From an optimization exercise on the open Yosys and OpenROAD flow, aimed at small area; shortcuts taken in it are not production practice.
The RTL was checked by simulation tests, not by an equivalence proof against the original design.
Power figures rest on the tool's default switching activity, not on a simulated workload.

`flow/design.v`:
```
`timescale 1ns / 1ps
module uart_tx (
    input clk,
    input reset,
    input tick,
    input start_trigger,
    input [7:0] data_in,
    output o_tx,
    output o_tx_done
);
    parameter IDLE = 2'b00;
    parameter START = 2'b01;
    parameter DATA = 2'b10;
    parameter STOP = 2'b11;
    reg [7:0] data_in_reg, data_in_next;
    reg [2:0] state, next_state;
    reg tx_reg, tx_next;
    reg tx_done, tx_done_next;
    reg [2:0] data_counter, data_counter_next;
    reg [3:0] tick_count_reg, tick_count_next;
    assign o_tx = tx_reg;
    assign o_tx_done = tx_done;
    always @(posedge clk, posedge reset) begin
        if (reset) begin
            state <= 1'b0;
            tx_reg <= 1'b1;
            tx_done <= 1'b0;
            data_counter <= 3'b000;
            tick_count_reg <= 4'h0;
            data_in_reg <= 0;
        end else begin
            state <= next_state;
            tx_reg <= tx_next;
            tx_done <= tx_done_next;
            data_counter <= data_counter_next;
            tick_count_reg <= tick_count_next;
            data_in_reg <= data_in_next;
        end
    end
    always @(*) begin
        next_state = state;
        tx_next = tx_reg;
        tx_done_next = tx_done;
        data_counter_next = data_counter;
        tick_count_next = tick_count_reg;
        data_in_next = data_in_reg;
        case (state)
            IDLE: begin
                tx_next = 1'b1;
                tx_done_next = 1'b0;
                tick_count_next = 4'h0;
                if (start_trigger) begin
                    next_state = START;
                    data_in_next = data_in;
                end
            end
            START: begin
                tx_done_next = 1'b1;
                tx_next = 1'b0;
                if (tick == 1'b1) begin
                    if (tick_count_reg == 4'hf) begin
                        next_state = DATA;
                        data_counter_next = 3'b000;
                        tick_count_next = 4'h0;
                    end else begin
                        tick_count_next = tick_count_reg + 1;
                    end
                end
            end
            DATA: begin
                tx_next = data_in_reg[data_counter];
                if (tick == 1'b1) begin
                    if (tick_count_reg == 4'hf) begin
                        tick_count_next = 4'h0;
                        if (data_counter == 3'b111) begin
                            next_state = STOP;
                        end else begin
                            next_state = DATA;
                            data_counter_next = data_counter + 1;
                        end
                    end else begin
                        tick_count_next = tick_count_reg + 1;
                    end
                end
            end
            STOP: begin
                tx_next = 1'b1;
                if (tick == 1'b1) begin
                    if (tick_count_reg == 4'hf) begin
                        next_state = IDLE;
                        tick_count_next = 4'h0;
                    end else begin
                        tick_count_next = tick_count_reg + 1;
                    end
                end
            end
        endcase
    end
endmodule
module uart_rx (
    input        clk,
    input        reset,
    input        tick,
    input        rx,
    output       rx_done,
    output [7:0] rx_data
);
    localparam IDLE = 2'b00;
    localparam START = 2'b01;
    localparam DATA = 2'b10;
    localparam STOP = 2'b11;
    reg [1:0] state, next_state;
    reg rx_done_reg, rx_done_next;
    reg [2:0] bit_count_reg, bit_count_next;
    reg [4:0] tick_count_reg, tick_count_next;
    reg [7:0] rx_data_reg, rx_data_next;
    assign rx_done = rx_done_reg;
    assign rx_data = rx_data_reg;
    always @(posedge clk, posedge reset) begin
        if (reset) begin
            state          <= 0;
            rx_done_reg    <= 0;
            rx_data_reg    <= 0;
            bit_count_reg  <= 0;
            tick_count_reg <= 0;
        end else begin
            state          <= next_state;
            rx_done_reg    <= rx_done_next;
            rx_data_reg    <= rx_data_next;
            bit_count_reg  <= bit_count_next;
            tick_count_reg <= tick_count_next;
        end
    end
    always @(*) begin
        next_state = state;
        tick_count_next = tick_count_reg;
        bit_count_next = bit_count_reg;
        rx_data_next = rx_data_reg;
        rx_done_next = rx_done_reg;
        case (state)
            IDLE: begin
                tick_count_next = 0;
                bit_count_next  = 0;
                rx_done_next = 0;
                if (rx == 1'b0) begin
                    next_state = START;
                end
            end
            START: begin
                if (tick == 1'b1) begin
                    if (tick_count_reg == 7) begin
                        next_state = DATA;
                        tick_count_next = 0;
                    end else begin
                        tick_count_next = tick_count_reg + 1;
                    end
                end
            end
            DATA: begin
                if (tick == 1'b1) begin
                    if (tick_count_reg == 15) begin
                        rx_data_next[bit_count_reg] = rx;
                        tick_count_next = 0;
                        if (bit_count_reg == 7) begin
                            next_state = STOP;
                            bit_count_next = 0;
                        end else begin
                            next_state = DATA;
                            bit_count_next = bit_count_reg + 1;
                        end
                    end else begin
                        tick_count_next = tick_count_reg + 1;
                    end
                end
            end
            STOP: begin
                if (tick == 1'b1) begin
                    if (tick_count_reg == 23) begin
                        rx_done_next = 1'b1;
                        next_state = IDLE;
                        tick_count_next = 0;
                    end else begin
                        tick_count_next = tick_count_reg + 1;
                    end
                end
            end
        endcase
    end
endmodule
module baud_tick_gen (
    input  clk,
    input  reset,
    output baud_tick
);
    parameter BAUD_RATE = 115200;
    localparam BAUD_COUNT = (100_000_000 / BAUD_RATE) / 16;
    reg [$clog2(BAUD_COUNT)-1 : 0] count_reg, count_next;
    reg tick_reg, tick_next;
    assign baud_tick = tick_reg;
    always @(posedge clk, posedge reset) begin
        if (reset) begin
            count_reg <= 0;
            tick_reg  <= 0;
        end else begin
            count_reg <= count_next;
            tick_reg  <= tick_next;
        end
    end
    always @(*) begin
        count_next = count_reg;
        tick_next  = tick_reg;
        if (count_reg == BAUD_COUNT - 1) begin
            count_next = 0;
            tick_next  = tick_reg + 1;
        end else begin
            count_next = count_reg + 1;
            tick_next  = 1'b0;
        end
    end
endmodule
`timescale 1ns / 1ps
module fifo (
    input clk,
    input reset,
    input  [7:0] wdata,
    input        wr,
    output       full,
    input        rd,
    output [7:0] rdata,
    output       empty
);
    wire [3:0] waddr, raddr;
    fifo_control_unit U_FIFO_CU(
        .clk(clk),
        .reset(reset),
        .wr(wr),
        .waddr(waddr),
        .full(full),
        .rd(rd),
        .raddr(raddr),
        .empty(empty)
);
    register_file U_REG_FILE(
        .clk(clk),
        .waddr(waddr),
        .wdata(wdata),
        .wr((~full & wr)),
        .raddr(raddr),
        .rdata(rdata)
);
endmodule
module register_file (
    input clk,
    input [3:0] waddr,
    input [7:0] wdata,
    input wr,
    input  [3:0] raddr,
    output [7:0] rdata
);
    reg [7:0] mem[0:15];   
    always @(posedge clk) begin
        if (wr) begin
            mem[waddr] <= wdata;
        end
    end
    assign rdata = mem[raddr];
endmodule
module fifo_control_unit (
    input clk,
    input reset,
    input wr,
    output [3:0] waddr,
    output full,
    input rd,
    output [3:0] raddr,
    output empty
);
    reg full_reg, full_next;
    reg empty_reg, empty_next;
    reg [3:0] wptr_reg, wptr_next;
    reg [3:0] rptr_reg, rptr_next;
    assign full = full_reg;
    assign empty = empty_reg;
    assign waddr = wptr_reg;
    assign raddr = rptr_reg;
    always @(posedge clk, posedge reset) begin
        if (reset) begin
            full_reg  <= 0;
            empty_reg <= 1;
            wptr_reg  <= 0;
            rptr_reg  <= 0;
        end else begin
            full_reg  <= full_next;
            empty_reg <= empty_next;
            wptr_reg  <= wptr_next;
            rptr_reg  <= rptr_next;
        end
    end
    always @(*) begin
        full_next  = full_reg;
        empty_next = empty_reg;
        wptr_next  = wptr_reg;
        rptr_next  = rptr_reg;
        case ({wr,rd})  
            2'b01: begin   
                if (empty_reg == 1'b0) begin
                    rptr_next = rptr_reg + 1;
                    full_next = 1'b0;
                    if (wptr_reg == rptr_next) begin
                        empty_next = 1'b1;
                    end
                end
            end 
            2'b10: begin  
                if (full_reg == 1'b0) begin
                    wptr_next = wptr_reg + 1;
                    empty_next = 1'b0;
                    if (wptr_next == rptr_reg) begin
                        full_next = 1'b1;
                    end
                end
            end
            2'b11: begin
                if (empty_reg == 1'b1) begin   
                    wptr_next = wptr_reg + 1;
                    empty_next = 1'b0;
                end else if (full_reg == 1'b1) begin
                    rptr_next = rptr_reg + 1;
                    full_next = 1'b0;
                end else begin
                    wptr_next = wptr_reg + 1;
                    rptr_next = rptr_reg + 1;
                    empty_next = empty_reg;
                    full_next = full_reg;
                end
            end
            default: begin
                wptr_next = wptr_reg;
                rptr_next = rptr_reg;
                full_next = full_reg;
                empty_next = empty_reg;
            end
        endcase
    end
endmodule
`timescale 1ns / 1ps
module uart_fifo (
    input  clk,
    input  reset,
    input  rx,
    input rd_en,
    output fifo_empty,
    output tx,
    output [7:0]fifo_rx_data
);
    wire w_tick;
    wire w_rx_done;
    wire w_tx_done;
    wire tx_empty;
    wire [7:0] w_rx_data;
    wire [7:0] fifo_tx_data;
    baud_tick_gen TICK_GEN (
        .clk(clk),
        .reset(reset),
        .baud_tick(w_tick)
    );
    uart_rx UART_RX (
        .clk(clk),
        .reset(reset),
        .tick(w_tick),
        .rx(rx),
        .rx_done(w_rx_done),
        .rx_data(w_rx_data)
    );
    fifo FIFO_RX (
        .clk(clk),
        .reset(reset),
        .wdata(w_rx_data),
        .wr(w_rx_done),
        .full(),
        .rd(rd_en),
        .rdata(fifo_rx_data),
        .empty(fifo_empty)
    );
    fifo FIFO_TX (
        .clk(clk),
        .reset(reset),
        .wdata(fifo_rx_data),
        .wr(~fifo_empty & rd_en),
        .full(),
        .rd(~w_tx_done),
        .rdata(fifo_tx_data),
        .empty(tx_empty)
    );
    uart_tx UART_TX (
        .clk(clk),
        .reset(reset),
        .tick(w_tick),
        .start_trigger(~tx_empty),
        .data_in(fifo_tx_data),
        .o_tx(tx),
        .o_tx_done(w_tx_done)
    );
endmodule
module command_to_btn (
    input clk,
    input reset,
    input [7:0] fifo_rx_data,
    input fifo_empty,
    output reg fifo_rd_en,
    output reg run,
    output reg clear,
    output reg hour,
    output reg min,
    output reg sec
);
    reg [3:0] state;
    parameter IDLE = 4'd0, PROCESS = 4'd1, RUN_STATE = 4'd2, CLEAR_STATE = 4'd3,
              HOUR_STATE = 4'd4, MIN_STATE = 4'd5, SEC_STATE = 4'd6, WAIT = 4'd7;
    always @(posedge clk or posedge reset) begin
        if (reset) begin
            state <= IDLE;
            fifo_rd_en <= 0;
            run <= 0;
            clear <= 0;
            hour <= 0;
            min <= 0;
            sec <= 0;
        end else begin
            case (state)
                IDLE: begin
                    if (!fifo_empty) begin
                        fifo_rd_en <= 1;
                        state <= PROCESS;
                    end
                end
                PROCESS: begin
                    fifo_rd_en <= 0;
                    case (fifo_rx_data)
                        8'h52, 8'h72: state <= RUN_STATE;   
                        8'h43, 8'h63: state <= CLEAR_STATE;   
                        8'h48, 8'h68: state <= HOUR_STATE;   
                        8'h4D, 8'h6D: state <= MIN_STATE;   
                        8'h53, 8'h73: state <= SEC_STATE;   
                        default: state <= WAIT;
                    endcase
                end
                RUN_STATE: begin
                    run   <= 1;
                    state <= WAIT;
                end
                CLEAR_STATE: begin
                    clear <= 1;
                    state <= WAIT;
                end
                HOUR_STATE: begin
                    hour  <= 1;
                    state <= WAIT;
                end
                MIN_STATE: begin
                    min   <= 1;
                    state <= WAIT;
                end
                SEC_STATE: begin
                    sec   <= 1;
                    state <= WAIT;
                end
                WAIT: begin
                    run   <= 0;
                    clear <= 0;
                    hour  <= 0;
                    min   <= 0;
                    sec   <= 0;
                    state <= IDLE;
                end
            endcase
        end
    end
endmodule
`timescale 1ns / 1ps
module btn_debounce(
    input clk,
    input reset,
    input i_btn,
    output o_btn
    );
    reg [7:0] q_reg, q_next;     
    reg edge_detect;
    wire btn_debounce;
    reg [1:0] counter;  
    reg r_1khz;
    always @(posedge clk, posedge reset) begin
        if (reset) begin
            counter <= 0;
            r_1khz <=0;
        end else begin
            if (counter == 3) begin   
                counter <= 0;
                r_1khz <= 1'b1;  
            end else begin   
                counter <= counter + 1;
                r_1khz <= 1'b0; 
            end
        end
    end
    always @(posedge clk, posedge reset) begin
        if (reset) begin
            q_reg <= 0;
        end else if (r_1khz) begin
            q_reg <= q_next;
        end
    end
    always @(*) begin
        q_next = {i_btn,q_reg[7:1]} ;    
    end
    assign btn_debounce = &q_reg;
    always @(posedge clk, posedge reset) begin
        if (reset) begin
            edge_detect <= 1'b0;
        end else begin
            edge_detect <= btn_debounce;
        end
    end
    assign o_btn = btn_debounce & (~edge_detect);
endmodule
module Top_stopwatch (
    input clk,
    input reset,
    input btnL,
    input btnR,
    input btnU,
    input btnD,
    input sw_mode,
    input sw_time_mode,
    input w_pc_run,
    input w_pc_clear,
    input w_pc_hour,
    input w_pc_min,
    input w_pc_sec,
    output [3:0] led,
    output [3:0] fnd_comm,
    output [7:0] fnd_font
);
    assign led = (sw_mode)? (sw_time_mode)?4'b1000:4'b0100:(sw_time_mode)?4'b0010:4'b0001;
    wire w_btnL, w_btnR, run, clear;
    wire btn_L, btn_R, btn_U, btn_D;
    wire [6:0] s_msec, s_sec, s_min, s_hour;
    wire [6:0] w_msec, w_sec, w_min, w_hour;
    wire [6:0] o_msec, o_sec, o_min, o_hour;
    btn_debounce U_btn_left (
        .clk  (clk),
        .reset(reset),
        .i_btn(btnL),
        .o_btn(w_btnL)
    );
    btn_debounce U_btn_right (
        .clk  (clk),
        .reset(reset),
        .i_btn(btnR),
        .o_btn(w_btnR)
    );
    btn_debounce U_btn_up (
        .clk  (clk),
        .reset(reset),
        .i_btn(btnU),
        .o_btn(w_btnU)
    );
    btn_debounce U_btn_down (
        .clk  (clk),
        .reset(reset),
        .i_btn(btnD),
        .o_btn(w_btnD)
    );
    assign btn_L = w_btnL | w_pc_run | w_pc_hour;
    assign btn_R = w_btnR | w_pc_clear;
    assign btn_U = w_btnU | w_pc_sec;
    assign btn_D = w_btnD | w_pc_min;
    stopwatch_cu Stopwatch_CU (
        .clk(clk),
        .reset(reset),
        .mode(sw_mode),
        .i_btn_run(btn_L),
        .i_btn_clear(btn_R),
        .o_run(run),
        .o_clear(clear)
    );
    stopwatch_dp Stopwatch_DP (
        .clk  (clk),
        .reset(reset),
        .run  (run),
        .clear(clear),
        .msec (s_msec),
        .sec  (s_sec),
        .min  (s_min),
        .hour (s_hour)
    );
    watch_cu U_Watch_CU (
        .clk(clk),
        .reset(reset),
        .mode(sw_mode),
        .i_btn_sec(btn_U),
        .i_btn_min(btn_D),
        .i_btn_hour(btn_L),
        .o_btn_sec(w_btn_sec),
        .o_btn_min(w_btn_min),
        .o_btn_hour(w_btn_hour)
    );
    watch_dp Watch_DP (
        .clk(clk),
        .reset(reset),
        .btn_sec(w_btn_sec),
        .btn_min(w_btn_min),
        .btn_hour(w_btn_hour),
        .msec(w_msec),
        .sec(w_sec),
        .min(w_min),
        .hour(w_hour)
    );
    mux_2x1_watch U_mux_watch_sw (
        .sel(sw_mode),
        .s_msec(s_msec),
        .s_sec(s_sec),
        .s_min(s_min),
        .s_hour(s_hour),
        .w_msec(w_msec),
        .w_sec(w_sec),
        .w_min(w_min),
        .w_hour(w_hour),
        .o_msec(o_msec),
        .o_sec(o_sec),
        .o_min(o_min),
        .o_hour(o_hour)
    );
    fnd_controller U_Fnd_Ctrl (
        .clk(clk),
        .reset(reset),
        .sw_time_mode(sw_time_mode),
        .msec(o_msec),
        .sec(o_sec),
        .min(o_min),
        .hour(o_hour),
        .fnd_font(fnd_font),
        .fnd_comm(fnd_comm)
    );
endmodule
module mux_2x1_watch (
    input sel,
    input [6:0] s_msec,
    input [6:0] s_sec,
    input [6:0] s_min,
    input [6:0] s_hour,
    input [6:0] w_msec,
    input [6:0] w_sec,
    input [6:0] w_min,
    input [6:0] w_hour,
    output reg [6:0] o_msec,
    output reg [6:0] o_sec,
    output reg [6:0] o_min,
    output reg [6:0] o_hour
);
    always @(*) begin
        case (sel)
            1'b0: begin
                o_msec = s_msec;
                o_sec  = s_sec;
                o_min  = s_min;
                o_hour = s_hour;
            end
            1'b1: begin
                o_msec = w_msec;
                o_sec  = w_sec;
                o_min  = w_min;
                o_hour = w_hour;
            end
        endcase
    end
endmodule
module watch_cu (
    input clk,
    input reset,
    input mode,
    input i_btn_sec,
    input i_btn_min,
    input i_btn_hour,
    output reg o_btn_sec,
    output reg o_btn_min,
    output reg o_btn_hour
);
    parameter WATCH = 2'b00, SEC_UP = 2'b01, MIN_UP = 2'b10, HOUR_UP = 2'b11;
    reg [1:0] state, next;
    always @(posedge clk, posedge reset) begin
        if (reset) begin
            state <= WATCH;
        end else begin
            state <= next;
        end
    end
    always @(*) begin
        next = state;
        case (state)
            WATCH: begin
                if (mode & i_btn_sec) begin
                    next = SEC_UP;
                end else if (mode & i_btn_min) begin
                    next = MIN_UP;
                end else if (mode & i_btn_hour) begin
                    next = HOUR_UP;
                end
            end
            SEC_UP: begin
                if (mode & i_btn_sec == 0) begin
                    next = WATCH;
                end
            end
            MIN_UP: begin
                if (mode & i_btn_min == 0) begin
                    next = WATCH;
                end
            end
            HOUR_UP: begin
                if (mode & i_btn_hour == 0) begin
                    next = WATCH;
                end
            end
            default: next = state;
        endcase
    end
    always @(*) begin
        o_btn_sec  = 0;
        o_btn_min  = 0;
        o_btn_hour = 0;
        case (state)
            WATCH: begin
                o_btn_sec  = 1'b0;
                o_btn_min  = 1'b0;
                o_btn_hour = 1'b0;
            end
            SEC_UP: begin
                o_btn_sec  = 1'b1;
                o_btn_min  = 1'b0;
                o_btn_hour = 1'b0;
            end
            MIN_UP: begin
                o_btn_sec  = 1'b0;
                o_btn_min  = 1'b1;
                o_btn_hour = 1'b0;
            end
            HOUR_UP: begin
                o_btn_sec  = 1'b0;
                o_btn_min  = 1'b0;
                o_btn_hour = 1'b1;
            end
        endcase
    end
endmodule
module watch_dp (
    input clk,
    input reset,
    input btn_sec,
    input btn_min,
    input btn_hour,
    output [6:0] msec,
    output [6:0] sec,
    output [6:0] min,
    output [6:0] hour
);
    wire w_clk_100hz, tick_sec, tick_min;
    clk_div_100 clk_div_100 (
        .clk  (clk),
        .reset(reset),
        .run  (1'b1),
        .clear(1'b0),
        .o_clk(w_clk_100hz)
    );
    time_show #(
        .TICK_COUNT(100),
        .INITIAL_VALUE(0)
    ) time_msec (
        .clk(clk),
        .reset(reset),
        .tick(w_clk_100hz),
        .btn_up(1'b0),
        .o_time(msec),
        .o_tick(tick_msec)
    );
    time_show #(
        .TICK_COUNT(60),
        .INITIAL_VALUE(0)
    ) time_sec (
        .clk(clk),
        .reset(reset),
        .tick(tick_msec),
        .btn_up(btn_sec),
        .o_time(sec),
        .o_tick(tick_sec)
    );
    time_show #(
        .TICK_COUNT(60),
        .INITIAL_VALUE(0)
    ) time_min (
        .clk(clk),
        .reset(reset),
        .tick(tick_sec),
        .btn_up(btn_min),
        .o_time(min),
        .o_tick(tick_min)
    );
    time_show #(
        .TICK_COUNT(24),
        .INITIAL_VALUE(12)
    ) time_hour (
        .clk(clk),
        .reset(reset),
        .tick(tick_min),
        .btn_up(btn_hour),
        .o_time(hour),
        .o_tick()
    );
endmodule
module time_show (
    input clk,
    input reset,
    input tick,
    input btn_up,
    output [6:0] o_time,
    output o_tick
);
    parameter TICK_COUNT = 100, INITIAL_VALUE = 0;
    reg [$clog2(TICK_COUNT)-1:0] count_reg, count_next;
    reg tick_reg, tick_next;
    assign o_time = count_reg;
    assign o_tick = tick_reg;
    always @(posedge clk, posedge reset) begin
        if (reset) begin
            count_reg <= INITIAL_VALUE;
            tick_reg  <= 0;
        end else begin
            count_reg <= count_next;
            tick_reg  <= tick_next;
        end
    end
    always @(*) begin
        count_next = count_reg;
        tick_next  = 1'b0;
        if (btn_up) begin
            count_next = count_reg + 1;
        end
        if (tick) begin
            if (count_reg == TICK_COUNT - 1) begin
                count_next = 0;
                tick_next  = 1'b1;
            end else begin
                count_next = count_reg + 1;
                tick_next  = 1'b0;
            end
        end
        if (count_next >= TICK_COUNT) begin
            count_next = 0;
            tick_next  = 1'b1;
        end
    end
endmodule
module stopwatch_cu (
    input clk,
    input reset,
    input mode,
    input i_btn_run,
    input i_btn_clear,
    output reg o_run,
    output reg o_clear
);
    parameter STOP = 2'b00, RUN = 2'b01, CLEAR = 2'b10;
    reg [1:0] state, next;
    always @(posedge clk, posedge reset) begin
        if (reset) begin
            state <= STOP;
        end else begin
            state <= next;
        end
    end
    always @(*) begin
        next = state;
        case (state)
            STOP: begin
                if (!mode & i_btn_run) begin
                    next = RUN;
                end else if (!mode & i_btn_clear) begin
                    next = CLEAR;
                end
            end
            RUN: begin
                if (!mode & i_btn_run) begin
                    next = STOP;
                end
            end
            CLEAR: begin
                if (!mode & i_btn_clear == 0) begin
                    next = STOP;
                end
            end
            default: next = state;
        endcase
    end
    always @(*) begin
        o_run   = 0;
        o_clear = 0;
        case (state)
            STOP: begin
                o_run   = 1'b0;
                o_clear = 1'b0;
            end
            RUN: begin
                o_run   = 1'b1;
                o_clear = 1'b0;
            end
            CLEAR: begin
                o_clear = 1'b1;
            end
        endcase
    end
endmodule
module stopwatch_dp (
    input clk,
    input reset,
    input run,
    input clear,
    output [6:0] msec,
    output [6:0] sec,
    output [6:0] min,
    output [6:0] hour
);
    wire w_clk_100hz, tick_sec, tick_min;
    clk_div_100 clk_div_100 (
        .clk  (clk),
        .reset(reset),
        .run  (run),
        .clear(clear),
        .o_clk(w_clk_100hz)
    );
    time_counter #(
        .TICK_COUNT(100)
    ) time_counter_msec (
        .clk(clk),
        .reset(reset),
        .tick(w_clk_100hz),
        .clear(clear),
        .o_time(msec),
        .o_tick(tick_msec)
    );
    time_counter #(
        .TICK_COUNT(60)
    ) time_counter_sec (
        .clk(clk),
        .reset(reset),
        .tick(tick_msec),
        .clear(clear),
        .o_time(sec),
        .o_tick(tick_sec)
    );
    time_counter #(
        .TICK_COUNT(60)
    ) time_counter_min (
        .clk(clk),
        .reset(reset),
        .tick(tick_sec),
        .clear(clear),
        .o_time(min),
        .o_tick(tick_min)
    );
    time_counter #(
        .TICK_COUNT(24)
    ) time_counter_hour (
        .clk(clk),
        .reset(reset),
        .tick(tick_min),
        .clear(clear),
        .o_time(hour),
        .o_tick()
    );
endmodule
module time_counter (
    input clk,
    input reset,
    input tick,
    input clear,
    output [6:0] o_time,
    output o_tick
);
    parameter TICK_COUNT = 100;
    reg [$clog2(TICK_COUNT)-1:0] count_reg, count_next;
    reg tick_reg, tick_next;
    assign o_time = count_reg;
    assign o_tick = tick_reg;
    always @(posedge clk, posedge reset) begin
        if (reset) begin
            count_reg <= 0;
            tick_reg  <= 0;
        end else begin
            count_reg <= count_next;
            tick_reg  <= tick_next;
        end
    end
    always @(*) begin
        count_next = count_reg;
        tick_next  = 1'b0;
        if (clear) begin
            count_next = 0;
        end else if (tick) begin
            if (count_reg == TICK_COUNT - 1) begin
                count_next = 0;
                tick_next  = 1'b1;
            end else begin
                count_next = count_reg + 1;
                tick_next  = 1'b0;
            end
        end
    end
endmodule
module clk_div_100 (
    input  clk,
    input  reset,
    input  run,
    input  clear,
    output o_clk
);
    parameter FCOUNT = 4;   
    reg [$clog2(FCOUNT)-1:0] count_reg, count_next;
    reg clk_reg, clk_next;
    assign o_clk = clk_reg;
    always @(posedge clk, posedge reset) begin
        if (reset) begin
            count_reg <= 0;
            clk_reg   <= 0;
        end else begin
            count_reg <= count_next;
            clk_reg   <= clk_next;
        end
    end
    always @(*) begin
        count_next = count_reg;
        clk_next   = clk_reg;
        if (clear == 1'b1) begin
            count_next = 0;
            clk_next   = 0;
        end else if (run == 1'b1) begin
            if (count_reg == FCOUNT - 1) begin
                count_next = 0;
                clk_next   = 1'b1;
            end else begin
                count_next = count_reg + 1;
                clk_next   = 1'b0;
            end
        end
    end
endmodule
`timescale 1ns / 1ps
module fnd_controller (
    input clk,
    input reset,
    input sw_time_mode,
    input [6:0] msec,
    input [6:0] sec,
    input [6:0] min,
    input [6:0] hour,
    output [7:0] fnd_font,
    output [3:0] fnd_comm
);
    wire [3:0]  w_bcd, w_bcd1, w_bcd2, w_dot,
                w_digit_msec_1, w_digit_msec_10, 
                w_digit_sec_1, w_digit_sec_10,
                w_digit_min_1, w_digit_min_10,
                w_digit_hour_1, w_digit_hour_10;
    wire [2:0] w_seg_sel;
    wire w_clk_100hz;
    clk_divider U_Clk_Divider (
        .clk  (clk),
        .reset(reset),
        .o_clk(w_clk_100hz)
    );
    counter_8 U_Counter_8 (
        .clk  (clk),
        .en   (w_clk_100hz),
        .reset(reset),
        .o_sel(w_seg_sel)
    );
    decoder_3x8 U_decoder_3x8 (
        .seg_sel (w_seg_sel),
        .seg_comm(fnd_comm)
    );
    digit_splitter U_Msec_ds (
        .bcd(msec),
        .digit_1(w_digit_msec_1),
        .digit_10(w_digit_msec_10)
    );
    digit_splitter U_sec_ds (
        .bcd(sec),
        .digit_1(w_digit_sec_1),
        .digit_10(w_digit_sec_10)
    );
    digit_splitter U_min_ds (
        .bcd(min),
        .digit_1(w_digit_min_1),
        .digit_10(w_digit_min_10)
    );
    digit_splitter U_hour_ds (
        .bcd(hour),
        .digit_1(w_digit_hour_1),
        .digit_10(w_digit_hour_10)
    );
    comparator_msec U_Comp_dot (
        .msec(msec),
        .dot (w_dot)
    );
    mux_8x1 U_Mux_8x1_msec_sec (
        .sel(w_seg_sel),
        .x_0(w_digit_msec_1),
        .x_1(w_digit_msec_10),
        .x_2(w_digit_sec_1),
        .x_3(w_digit_sec_10),
        .x_4(4'ha),
        .x_5(4'ha),
        .x_6(w_dot),
        .x_7(4'ha),
        .y  (w_bcd1)
    );
    mux_8x1 U_Mux_8x1_min_hour (
        .sel(w_seg_sel),
        .x_0(w_digit_min_1),
        .x_1(w_digit_min_10),
        .x_2(w_digit_hour_1),
        .x_3(w_digit_hour_10),
        .x_4(4'ha),
        .x_5(4'ha),
        .x_6(w_dot),
        .x_7(4'ha),
        .y  (w_bcd2)
    );
    mux_2x1 U_mux_2x1 (
        .sel(sw_time_mode),
        .x_0(w_bcd1),
        .x_1(w_bcd2),
        .y  (w_bcd)
    );
    bcdtoseg U_bcdtoseg (
        .bcd(w_bcd),     
        .seg(fnd_font)
    );
endmodule
module clk_divider (
    input  clk,
    input  reset,
    output o_clk
);
    parameter FCOUNT = 16;   
    reg [$clog2(FCOUNT)-1:0] r_counter;
    reg r_clk;
    assign o_clk = r_clk;
    always @(posedge clk, posedge reset) begin
        if (reset) begin  
            r_counter <= 0;   
            r_clk <= 1'b0;
        end else begin
            if (r_counter == FCOUNT - 1) begin
                r_counter <= 0;
                r_clk <= 1'b1;   
            end else begin
                r_counter <= r_counter + 1;
                r_clk <= 1'b0;   
            end
        end
    end
endmodule
module comparator_msec (
    input  [6:0] msec,
    output [3:0] dot
);
    assign dot = (msec < 50) ? 4'hf : 4'ha;
endmodule
module counter_8 (
    input        clk,
    input        en,
    input        reset,
    output [3:0] o_sel
);
    reg [3:0] r_counter;
    assign o_sel = r_counter;
    always @(posedge clk, posedge reset) begin
        if (reset) begin
            r_counter <= 0;
        end else if (en) begin
            r_counter <= r_counter + 1;
        end
    end
endmodule
module digit_splitter (
    input  [6:0] bcd,
    output [3:0] digit_1,
    output [3:0] digit_10
);
    assign digit_1  = bcd % 10;   
    assign digit_10 = bcd / 10 % 10;   
endmodule
module decoder_3x8 (
    input [2:0] seg_sel,
    output reg [3:0] seg_comm
);
    always @(seg_sel) begin
        case (seg_sel)
            3'b000:  seg_comm = 4'b1110;
            3'b001:  seg_comm = 4'b1101;
            3'b010:  seg_comm = 4'b1011;
            3'b011:  seg_comm = 4'b0111;
            3'b100:  seg_comm = 4'b1110;
            3'b101:  seg_comm = 4'b1101;
            3'b110:  seg_comm = 4'b1011;
            3'b111:  seg_comm = 4'b0111;
            default: seg_comm = 4'b1110;
        endcase
    end
endmodule
module mux_8x1 (
    input [2:0] sel,
    input [3:0] x_0,
    input [3:0] x_1,
    input [3:0] x_2,
    input [3:0] x_3,
    input [3:0] x_4,
    input [3:0] x_5,
    input [3:0] x_6,
    input [3:0] x_7,
    output reg [3:0] y
);
    always @(*) begin
        case (sel)
            3'b000:  y = x_0;
            3'b001:  y = x_1;
            3'b010:  y = x_2;
            3'b011:  y = x_3;
            3'b100:  y = x_4;
            3'b101:  y = x_5;
            3'b110:  y = x_6;
            3'b111:  y = x_7;
            default: y = 4'bx;
        endcase
    end
endmodule
module mux_2x1 (
    input sel,
    input [3:0] x_0,
    input [3:0] x_1,
    output reg [3:0] y
);
    always @(*) begin
        case (sel)
            1'b0: y = x_0;
            1'b1: y = x_1;
            default: y = 4'bx;
        endcase
    end
endmodule
module bcdtoseg (
    input [3:0] bcd,   
    output reg [7:0] seg
);
    always @(bcd) begin
        case (bcd)
            4'h0: seg = 8'hc0;
            4'h1: seg = 8'hF9;
            4'h2: seg = 8'hA4;
            4'h3: seg = 8'hB0;
            4'h4: seg = 8'h99;
            4'h5: seg = 8'h92;
            4'h6: seg = 8'h82;
            4'h7: seg = 8'hf8;
            4'h8: seg = 8'h80;
            4'h9: seg = 8'h90;
            4'hf: seg = 8'h7f;  
            default: seg = 8'hff;  
        endcase
    end
endmodule
`timescale 1ns / 1ps
module Top_project (
    input clk,
    input reset,
    input [1:0] sw,
    input btnL,
    btnR,
    btnU,
    btnD,
    input rx,
    output tx,
    output [3:0] led,
    output [3:0] fnd_comm,
    output [7:0] fnd_font
);
    wire [7:0] fifo_rx_data;
    wire fifo_empty, fifo_rd_en;
    wire run, clear, hour, min, sec;
    uart_fifo UART_FIFO (
        .clk(clk),
        .reset(reset),
        .rx(rx),
        .tx(tx),
        .fifo_rx_data(fifo_rx_data),
        .fifo_empty(fifo_empty),
        .rd_en(fifo_rd_en)
    );
    command_to_btn CMD_PROC (
        .clk(clk),
        .reset(reset),
        .fifo_rx_data(fifo_rx_data),
        .fifo_empty(fifo_empty),
        .fifo_rd_en(fifo_rd_en),
        .run(run),
        .clear(clear),
        .hour(hour),
        .min(min),
        .sec(sec)
    );
    Top_stopwatch STOPWATCH (
        .clk(clk),
        .reset(reset),
        .btnL(btnL),
        .btnR(btnR),
        .btnU(btnU),
        .btnD(btnD),
        .sw_mode(sw[1]),
        .sw_time_mode(sw[0]),
        .w_pc_run(run),
        .w_pc_clear(clear),
        .w_pc_hour(hour),
        .w_pc_min(min),
        .w_pc_sec(sec),
        .led(led),
        .fnd_comm(fnd_comm),
        .fnd_font(fnd_font)
    );
endmodule
```
`flow/run.sh`:
```
#!/bin/bash
# synth_recipe.tcl (not shown) runs the flow's synth.tcl, then flattens the netlist and writes it again
# the make line also repeats each setting of config.mk as NAME=value (left out here)
make -C /OpenROAD-flow-scripts/flow DESIGN_CONFIG=/design/flow/config.mk WORK_HOME=/design/flow/orfs CLKGATE_MAP_FILE= SYNTH_SCRIPT=/design/flow/synth_recipe.tcl finish
```
`flow/config.mk`:
```
export PLATFORM = sky130hd
export DESIGN_NAME = Top_project
export DESIGN_NICKNAME = Top_project
export VERILOG_FILES = /design/flow/design.v
export SDC_FILE = /design/flow/constraint.sdc
export NUM_CORES = 4
export LEC_CHECK = 0
export CAP_MARGIN = 20
export CORE_MARGIN = 2
export CORE_UTILIZATION = 40
export SLEW_MARGIN = 20
```
`flow/constraint.sdc`:
```
create_clock -name core_clock -period 12.0 [get_ports {clk}]
set_input_delay 2.4000 -clock core_clock [delete_from_list [all_inputs] [get_ports {clk}]]
set_output_delay 2.4000 -clock core_clock [all_outputs]
set_load 0.01 [all_outputs]
```
==> notes.md <==
largest fanout of any net on the critical path 26; final worst-path cycle share 86.8%; pin count of the biggest net entering global routing between 100 and 150; leading registers by flop count UART_FIFO.FIFO_RX.U_REG_FILE.mem x128, UART_FIFO.FIFO_TX.U_REG_FILE.mem x128; Hold Path Depth 1; fin. max-slew vios 0; # Max-Cap Violations 0; cells taking the most area after synthesis sky130_fd_sc_hd__edfxtp_1, sky130_fd_sc_hd__dfrtp_1, sky130_fd_sc_hd__mux4_2; worst-case hold slack 0.423 ns; area share of fa/ha/maj cells after synthesis under 10%; Detail Route Antenna Nets 0; Required @ worst endpoint 9.60 ns; critical path startpoint category input port; final wirelength 44.6 mm; post-detailed-route wirelength per cell 18.5 um; TritonCTS buffer count 47; worst min-delay path class reg -> reg; number of inserted diodes 0; post-synthesis register bit count 450; top cells by count, synth sky130_fd_sc_hd__edfxtp_1, sky130_fd_sc_hd__dfrtp_1, sky130_fd_sc_hd__nor2_1; netlist area before placement 22000 um^2; Post-CTS Resized 0; post-layout utilization of the core between 40% and 50%; share of layout cells above drive strength 1 16.2%; post-cts hold buffer count 0; Worst-Margin Slew 1.07 ns; CTS tree yes; number of buffers on the longest clock path 3; Post CTS Setup Buffer Count 0; initial core utilization about two fifths; die width 238 um; root buffer cell sky130_fd_sc_hd__clkbuf_16; overall power 3320 uW; Worst-Skew Late Latency 0.59 ns; hold_sp STOPWATCH.U_btn_left.counter[0]$_DFF_PP0_; post-route setup TNS 0 ns; Starting DRT DRC Count 968; sequential area share after synthesis a little under three fifths; FF-to-FF End CMD_PROC.state[0]$_DFFE_PP0P_; critical path class in -> out; area of the core region around 54000 um^2; number of distinct standard cells referenced by the synthesized netlist 90; number of DRC violations after detailed routing 0; CP Launch Point sw[1]; global routing usage on met2 a little over a quarter; Vias/cell 5.55; number of sinks handled by clock tree synthesis 450; type of destination of the critical path output port; unrepaired setup endpoints after global routing false; dominant register cell in the synthesized netlist sky130_fd_sc_hd__edfxtp_1; Worst Hold End STOPWATCH.U_btn_left.counter[0]$_DFF_PP0_; launch point of the worst reg-to-reg path UART_FIFO.FIFO_RX.U_FIFO_CU.rptr_reg[0]$_DFFE_PP0P_; Fin. Hold Viols 0; fin nets 1760; Post-Synthesis Cells 1664; multiplexer area fraction after synthesis 14.4%; number of antenna violations at the first check in global routing 0; total setup violations reported at the end of the flow 0; die extent in y 238 um; top-count cell post-synth sky130_fd_sc_hd__edfxtp_1; maximum VDD drop ~0.13 mV; vias after detailed routing 13382; post-detailed-placement cell area about 23000 um^2; data arrival time of the critical path between 8 and 9 ns; number of I/O port buffers 25; leakage power 0.00879 uW; wire length of the first global-routing pass around 73 mm; Detailed Place HPWL about 30 mm; cell taking the most area after synthesis sky130_fd_sc_hd__edfxtp_1; syn_area_per_cell about 13 um^2; run status finished clean; number of I/O pins 26; Yosys top cell area share between 30% and 40%; total non-filler cell area in the finished layout 24600 um^2; compound-cell area share of the yosys netlist 8.94%; via count of the first global-routing pass between 10000 and 15000; net count after synthesis 1748; overall routing resource usage about 16%; Area growth, synth to finish 11.9%; dominant combinational cell family by area after synthesis multiplexers; depth of the CTS H-tree 2; met1 Use GR 22.8%; met3 capacity usage during global routing under 10%; global routing's busiest layer met2; fraction of the mapped netlist area in simple logic gates 10.3%; headroom to the max-slew limit approximately 28%; number of warnings issued by yosys 31; min Tclk post-route between 10 and 15 ns; cell area power density 135 nW/um^2; post-route clock skew between 0.02 and 0.03 ns; CTS clk-pin slew, worst paths 0.05 ns; overall overflow remaining after global route 0; Core Rows 85; number of cell instances on the worst register-to-register path 9; xor/xnor cell area share of the yosys netlist around 2.4%; number of synthesized flops with an enable pin between 200 and 300; RD Place Congestion 0.863; Max Freq 96.0 MHz; R2R setup slack 8.70 ns; full die area ~57000 um^2; Post-synth ARST share 43.1%; Initial DRT Pass Iterations 5
report_power, final:
group / total, uW / leakage [uW] / switching, uW / internal [uW]
registers: 1660 / 0.00455 / 21.1 / 1640
clock network: 1550 / 0.000835 / 614 / 938
logic: 108 / 0.00341 / 65.6 / 42.0
cell type report:
type                       count  area [um^2]
sequential                   450        12600
multi-input combinational   1079         8880
clock inverter                18          241
timing repair buffer          33          309
tap                          696          871
inverter                      65          251
clock buffer                  70         1470
fill                        4805        29500
worst max-delay path by stage:
| stage | cells after the start | slack [ns] | endpoint |
|---|---|---|---|
| finish | 17 | 1.58 | fnd_font[2] |
| global route | 17 | 1.06 | fnd_font[2] |
| CTS | 17 | 1.55 | fnd_font[2] |
| detailed placement | 17 | 1.57 | fnd_font[2] |
| global placement | 17 | 1.71 | fnd_font[2] |
| floorplan | 19 | 2.85 | fnd_font[2] |
metal layers:
metal,vias up,share of wire [%],routed length (um)
li1,6319,-,-
met4,0,2.0,891
met5,-,0,0
met3,62,4.1,1820
met1,6737,47,20800
met2,264,47,21100
critical path, cell delays in order:
cell and delay (ns):
sky130_fd_sc_hd__buf_2 0.51, sky130_fd_sc_hd__mux4_2 0.78, sky130_fd_sc_hd__or2_2 0.34, sky130_fd_sc_hd__ha_1 0.31, sky130_fd_sc_hd__nor2b_1 0.39, sky130_fd_sc_hd__o21ai_0 0.16
sky130_fd_sc_hd__a31oi_1 0.22, sky130_fd_sc_hd__o21ai_2 0.14, sky130_fd_sc_hd__a221oi_2 0.32, sky130_fd_sc_hd__o221ai_2 0.23, sky130_fd_sc_hd__a211o_1 0.32, sky130_fd_sc_hd__o2111ai_1 0.45
sky130_fd_sc_hd__ha_1 0.23, sky130_fd_sc_hd__inv_1 0.05, sky130_fd_sc_hd__or4_1 0.51, sky130_fd_sc_hd__o21ai_1 0.09, sky130_fd_sc_hd__clkdlybuf4s50_1 0.54
through the flow:
step / setup WS [ns] / instances
4_1_cts: 1.55 / 2411
5_1_grt: 1.06 / 2411
3_5_place_dp: 1.57 / 2323
6_report: 1.58 / 2411
2_1_floorplan: 2.85 / 1664
3_3_place_gp: 1.71 / 2323
cell usage in the layout, fill, tap and decap left out, drive strengths merged, types with 26 or more instances in the layout:
| cell | Yosys | routed |
|---|---|---|
| a21oi | 64 | 64 |
| clkbuf | 44 | 70 |
| dfrtp | 189 | 189 |
| edfxtp | 256 | 256 |
| ha | 75 | 75 |
| inv | 64 | 65 |
| mux2 | 63 | 63 |
| mux2i | 43 | 43 |
| mux4 | 90 | 90 |
| nand2 | 123 | 123 |
| nand3 | 38 | 38 |
| nor2 | 130 | 130 |
| nor3 | 35 | 35 |
| o21ai | 73 | 73 |
| xnor2 | 33 | 33 |
| xor2 | 26 | 26 |
cells by family after synthesis:
logic type | count (synthesis)
adder cells (fa/ha/maj) | 77
XOR/XNOR | 59
buffers and inverters | 135
flip-flops | 450
AND/OR/NAND/NOR | 463
AO/OA/AOI/OAI | 284
multiplexers | 196

-- port drivers added, routing unchanged --
How much do the figures lean on ideal ports? The routed layout below was timed once more, with nothing changed but the port constraints.
Step 1, drivers: a clkbuf_16 drives clk and a buf_2 each remaining input, both assumed.
Step 2 moves the port delays by t, midway between the first and last clock arrival at a register: inputs arrive t later, outputs are due t later. That takes back most of the time a late clock gives input paths.
Slacks: ideal ports / drivers / drivers and shift; pairs: ideal ports / drivers.
t, ns: 0.631
slack for setup (ns): 1.585 / 1.560 / 1.560
worst register clock-pin slew, ns: 0.06 / 0.06
worst slew at a driven data input, ns: 0.03
After both steps this run still meets setup and hold. The setup slack of this run moves by -0.025 ns with the drivers and by -0.025 ns with both steps.
